Context: an optimization exercise on an open-source flow, tuned for small area. The choices shown serve that exercise and are no tape-out recipe.
Where RTL was checked, it was by simulation tests only, not by an equivalence proof against the original.
Power is estimated from default activity; no workload was simulated.

==> inputs of maple <==
==> flow/design.v <==
module register # (
  parameter SIZE = 32
)
(
  input clk,
  input rst,
  input load_en,
  input [SIZE-1:0] d,
  output reg [SIZE-1:0] q
);
  always @(posedge clk, posedge rst) begin
    if (rst) begin
      q <= 0;
    end else begin
      if (load_en)
        q <= d;
    end
  end
endmodule
module register_bank
(
  input clk,
  input rst,
  input [31:0] data_in,
  input [4:0] sel_in,
  input load_en,
  output reg [31:0] data_out_a,
  input [4:0] sel_out_a,
  output reg [31:0] data_out_b,
  input [4:0] sel_out_b
);
  genvar i;
  generate
    for (i = 1; i < 32; i = i+1) begin: x
        wire [31:0] q;
        register #(.SIZE(32)) reg_instance (
            .clk(clk),
            .rst(rst),
            .load_en(load_en && (sel_in == i)),
            .d(data_in),
            .q(q)
        );
    end
  endgenerate
  always @(*) begin
    case (sel_out_a)
        5'd00: data_out_a = 32'd0;
        5'd01: data_out_a = x[01].q;
        5'd02: data_out_a = x[02].q;
        5'd03: data_out_a = x[03].q;
        5'd04: data_out_a = x[04].q;
        5'd05: data_out_a = x[05].q;
        5'd06: data_out_a = x[06].q;
        5'd07: data_out_a = x[07].q;
        5'd08: data_out_a = x[08].q;
        5'd09: data_out_a = x[09].q;
        5'd10: data_out_a = x[10].q;
        5'd11: data_out_a = x[11].q;
        5'd12: data_out_a = x[12].q;
        5'd13: data_out_a = x[13].q;
        5'd14: data_out_a = x[14].q;
        5'd15: data_out_a = x[15].q;
        5'd16: data_out_a = x[16].q;
        5'd17: data_out_a = x[17].q;
        5'd18: data_out_a = x[18].q;
        5'd19: data_out_a = x[19].q;
        5'd20: data_out_a = x[20].q;
        5'd21: data_out_a = x[21].q;
        5'd22: data_out_a = x[22].q;
        5'd23: data_out_a = x[23].q;
        5'd24: data_out_a = x[24].q;
        5'd25: data_out_a = x[25].q;
        5'd26: data_out_a = x[26].q;
        5'd27: data_out_a = x[27].q;
        5'd28: data_out_a = x[28].q;
        5'd29: data_out_a = x[29].q;
        5'd30: data_out_a = x[30].q;
        5'd31: data_out_a = x[31].q;
    endcase
  end
  always @(*) begin
    case (sel_out_b)
        5'd00: data_out_b = 32'd0;
        5'd01: data_out_b = x[01].q;
        5'd02: data_out_b = x[02].q;
        5'd03: data_out_b = x[03].q;
        5'd04: data_out_b = x[04].q;
        5'd05: data_out_b = x[05].q;
        5'd06: data_out_b = x[06].q;
        5'd07: data_out_b = x[07].q;
        5'd08: data_out_b = x[08].q;
        5'd09: data_out_b = x[09].q;
        5'd10: data_out_b = x[10].q;
        5'd11: data_out_b = x[11].q;
        5'd12: data_out_b = x[12].q;
        5'd13: data_out_b = x[13].q;
        5'd14: data_out_b = x[14].q;
        5'd15: data_out_b = x[15].q;
        5'd16: data_out_b = x[16].q;
        5'd17: data_out_b = x[17].q;
        5'd18: data_out_b = x[18].q;
        5'd19: data_out_b = x[19].q;
        5'd20: data_out_b = x[20].q;
        5'd21: data_out_b = x[21].q;
        5'd22: data_out_b = x[22].q;
        5'd23: data_out_b = x[23].q;
        5'd24: data_out_b = x[24].q;
        5'd25: data_out_b = x[25].q;
        5'd26: data_out_b = x[26].q;
        5'd27: data_out_b = x[27].q;
        5'd28: data_out_b = x[28].q;
        5'd29: data_out_b = x[29].q;
        5'd30: data_out_b = x[30].q;
        5'd31: data_out_b = x[31].q;
    endcase
  end
endmodule
==> flow/run.sh <==
#!/bin/bash
# synth_recipe.tcl (not shown) runs the flow's synth.tcl, then flattens the netlist and writes it again
# the make line also repeats each setting of config.mk as NAME=value (left out here)
make -C /OpenROAD-flow-scripts/flow DESIGN_CONFIG=/design/flow/config.mk WORK_HOME=/design/flow/orfs CLKGATE_MAP_FILE= SYNTH_SCRIPT=/design/flow/synth_recipe.tcl finish
==> flow/config.mk <==
export PLATFORM = sky130hd
export DESIGN_NAME = register_bank
export DESIGN_NICKNAME = register_bank
export VERILOG_FILES = /design/flow/design.v
export SDC_FILE = /design/flow/constraint.sdc
export NUM_CORES = 4
export LEC_CHECK = 0
export CAP_MARGIN = 20
export CORE_MARGIN = 2
export CORE_UTILIZATION = 50
export PLACE_DENSITY = 0.6
export SLEW_MARGIN = 20
==> flow/constraint.sdc <==
create_clock -name core_clock -period 7.0 [get_ports {clk}]
set_input_delay 1.4000 -clock core_clock [delete_from_list [all_inputs] [get_ports {clk}]]
set_output_delay 1.4000 -clock core_clock [all_outputs]
set_load 0.01 [all_outputs]
==> inputs of delta, as changes to maple <==
==> flow/design.v, changed modules only <==
module hold_bit
(
  input  e,
  input  h,
  input  d,
  input  q,
  output y
);
  assign y = (e & d) | (h & q);
endmodule
module read_aoi3
(
  input  [2:0] s,
  input  [2:0] d,
  output       y
);
  assign y = ~|(s & d);
endmodule
module read_nand11
(
  input  [10:0] n,
  output        y
);
  assign y = ~&n;
endmodule
module read_bit
(
  input  [31:1] s,
  input  [31:1] d,
  output        y
);
  wire [10:0] n;
  genvar g;
  generate
    for (g = 0; g < 10; g = g + 1) begin: grp
      read_aoi3 aoi (.s(s[3*g+3:3*g+1]), .d(d[3*g+3:3*g+1]), .y(n[g]));
    end
  endgenerate
  assign n[10] = ~(s[31] & d[31]);
  read_nand11 comb (.n(n), .y(y));
endmodule
module register_bank
(
  input clk,
  input rst,
  input [31:0] data_in,
  input [4:0] sel_in,
  input load_en,
  output [31:0] data_out_a,
  input [4:0] sel_out_a,
  output [31:0] data_out_b,
  input [4:0] sel_out_b
);
  reg  [31:1] valid;
  reg  [31:0] q [1:31];
  wire [31:0] nxt [1:31];
  wire [31:1] we;
  wire [31:1] hold;
  genvar i, b;
  generate
    for (i = 1; i < 32; i = i + 1) begin: x
      assign we[i] = load_en && (sel_in == i);
      assign hold[i] = ~we[i];
      for (b = 0; b < 32; b = b + 1) begin: h
        hold_bit hb (.e(we[i]), .h(hold[i]), .d(data_in[b]), .q(q[i][b]), .y(nxt[i][b]));
      end
      always @(posedge clk)
        q[i] <= nxt[i];
    end
  endgenerate
  always @(posedge clk, posedge rst) begin
    if (rst)
      valid <= 31'd0;
    else
      valid <= valid | we;
  end
  wire [31:1] sa, sb;
  generate
    for (i = 1; i < 32; i = i + 1) begin: s
      assign sa[i] = valid[i] && (sel_out_a == i);
      assign sb[i] = valid[i] && (sel_out_b == i);
    end
  endgenerate
  generate
    for (b = 0; b < 32; b = b + 1) begin: rd
      wire [31:1] col;
      for (i = 1; i < 32; i = i + 1) begin: c
        assign col[i] = q[i][b];
      end
      read_bit bit_a (.s(sa), .d(col), .y(data_out_a[b]));
      read_bit bit_b (.s(sb), .d(col), .y(data_out_b[b]));
    end
  endgenerate
endmodule
// module register removed
==> flow/flow/run.sh (new file) <==
#!/bin/bash
# Standard ORFS layout with two changes:
#  - port buffers use the smallest buffer, sky130_fd_sc_hd__buf_1;
#  - clock tree synthesis without dummy loads, with small clkbuf_4 clusters.
set -euo pipefail
cd "$(dirname "$0")/.."
bash standard.sh finish \
  "BUFFER_PORTS_ARGS=-buffer_cell sky130_fd_sc_hd__buf_1" \
  "CTS_ARGS=-sink_clustering_enable -repair_clock_nets -dont_use_dummy_load -sink_clustering_size 9 -sink_clustering_max_diameter 35 -buf_list sky130_fd_sc_hd__clkbuf_4" \
  > standard.log 2>&1
==> flow/standard.sh (new file) <==
#!/bin/bash
# synth_recipe.tcl (not shown) runs the flow's synth.tcl, then flattens the netlist and writes it again
# the make line also repeats each setting of config.mk as NAME=value (left out here)
make -C /OpenROAD-flow-scripts/flow DESIGN_CONFIG=/design/flow/config.mk WORK_HOME=/design/flow/orfs CLKGATE_MAP_FILE= SYNTH_SCRIPT=/design/flow/synth_recipe.tcl "${@:-finish}"
--- a/flow/config.mk
+++ b/flow/config.mk
@@ -7,6 +7,7 @@
 export LEC_CHECK = 0
 export CAP_MARGIN = 20
 export CORE_MARGIN = 2
-export CORE_UTILIZATION = 50
-export PLACE_DENSITY = 0.6
+export CORE_UTILIZATION = 60
+export PLACE_DENSITY = 0.7
 export SLEW_MARGIN = 20
+export SYNTH_HIERARCHICAL = 1
removed: flow/run.sh
==> comparison table <==
| quantity | delta | maple |
|---|---|---|
| Gate power share | 0.138 | 0.142 |
| Met2 wire len | 74.8 mm | 95.5 mm |
| Max-Slew Margin vs Limit | 0.0847 | 0.132 |
| Portion of total power attributed to sequential cells | 0.622 | 0.479 |
| Met1 track demand over resource in global routing | 0.613 | 0.608 |
| Met1 routed wirelength after detailed routing | 59.1 mm | 88.4 mm |
| Power in the clock group | 3070 uW | 6300 uW |
| Final #Nets | 3,647 | 4,250 |
| Count of non-CTS buffers in the layout | 250 | 329 |
| Count of inserted antenna diode cells | 15 | 11 |
| Sequential standard cell area | 0.0206 mm^2 | 0.0248 mm^2 |
| Power consumed by combinational cells | 1760 uW | 2370 uW |
| Worst path arrival time | 4790 ps | 5370 ps |
| Floorplan Core Area | 0.0642 mm^2 | 0.100 mm^2 |
| Status | finished clean | finished clean |
| Post-route minimum period | 6190 ps | 6770 ps |
| Synthesized-area fraction occupied by ao, oa, aoi and oai cells | 0.394 | 0.135 |
Only the layout flow was run in maple; the RTL was not checked for function there.

[re-timing with driven ports]
The results above use ideal ports. As a check the final layouts listed here were re-extracted and re-timed, cells and wires unchanged. Step 1, drivers: a clkbuf_16 drives clk and a buf_2 each remaining input, both assumed. Step 2 adds t to the input delays and takes it off the output delays; t is the mean of the earliest and latest rising clock arrival at the registers after step 1. Input paths then give back, and output paths get back, about the clock's delay inside the block. Three values: ideal ports, drivers, drivers and shift; two values: the first two.
run | t, ns | setup WS [ns] | cell pins on the clock port's net
maple | 0.782 | 0.231 / 0.207 / 0.207 | 1
delta | 1.091 | 0.810 / 0.780 / 0.780 | 1
After both steps setup and hold are still met in every run listed. The setup slack of delta, which loses most, moves by -0.030 ns with the drivers and by -0.030 ns with both steps.
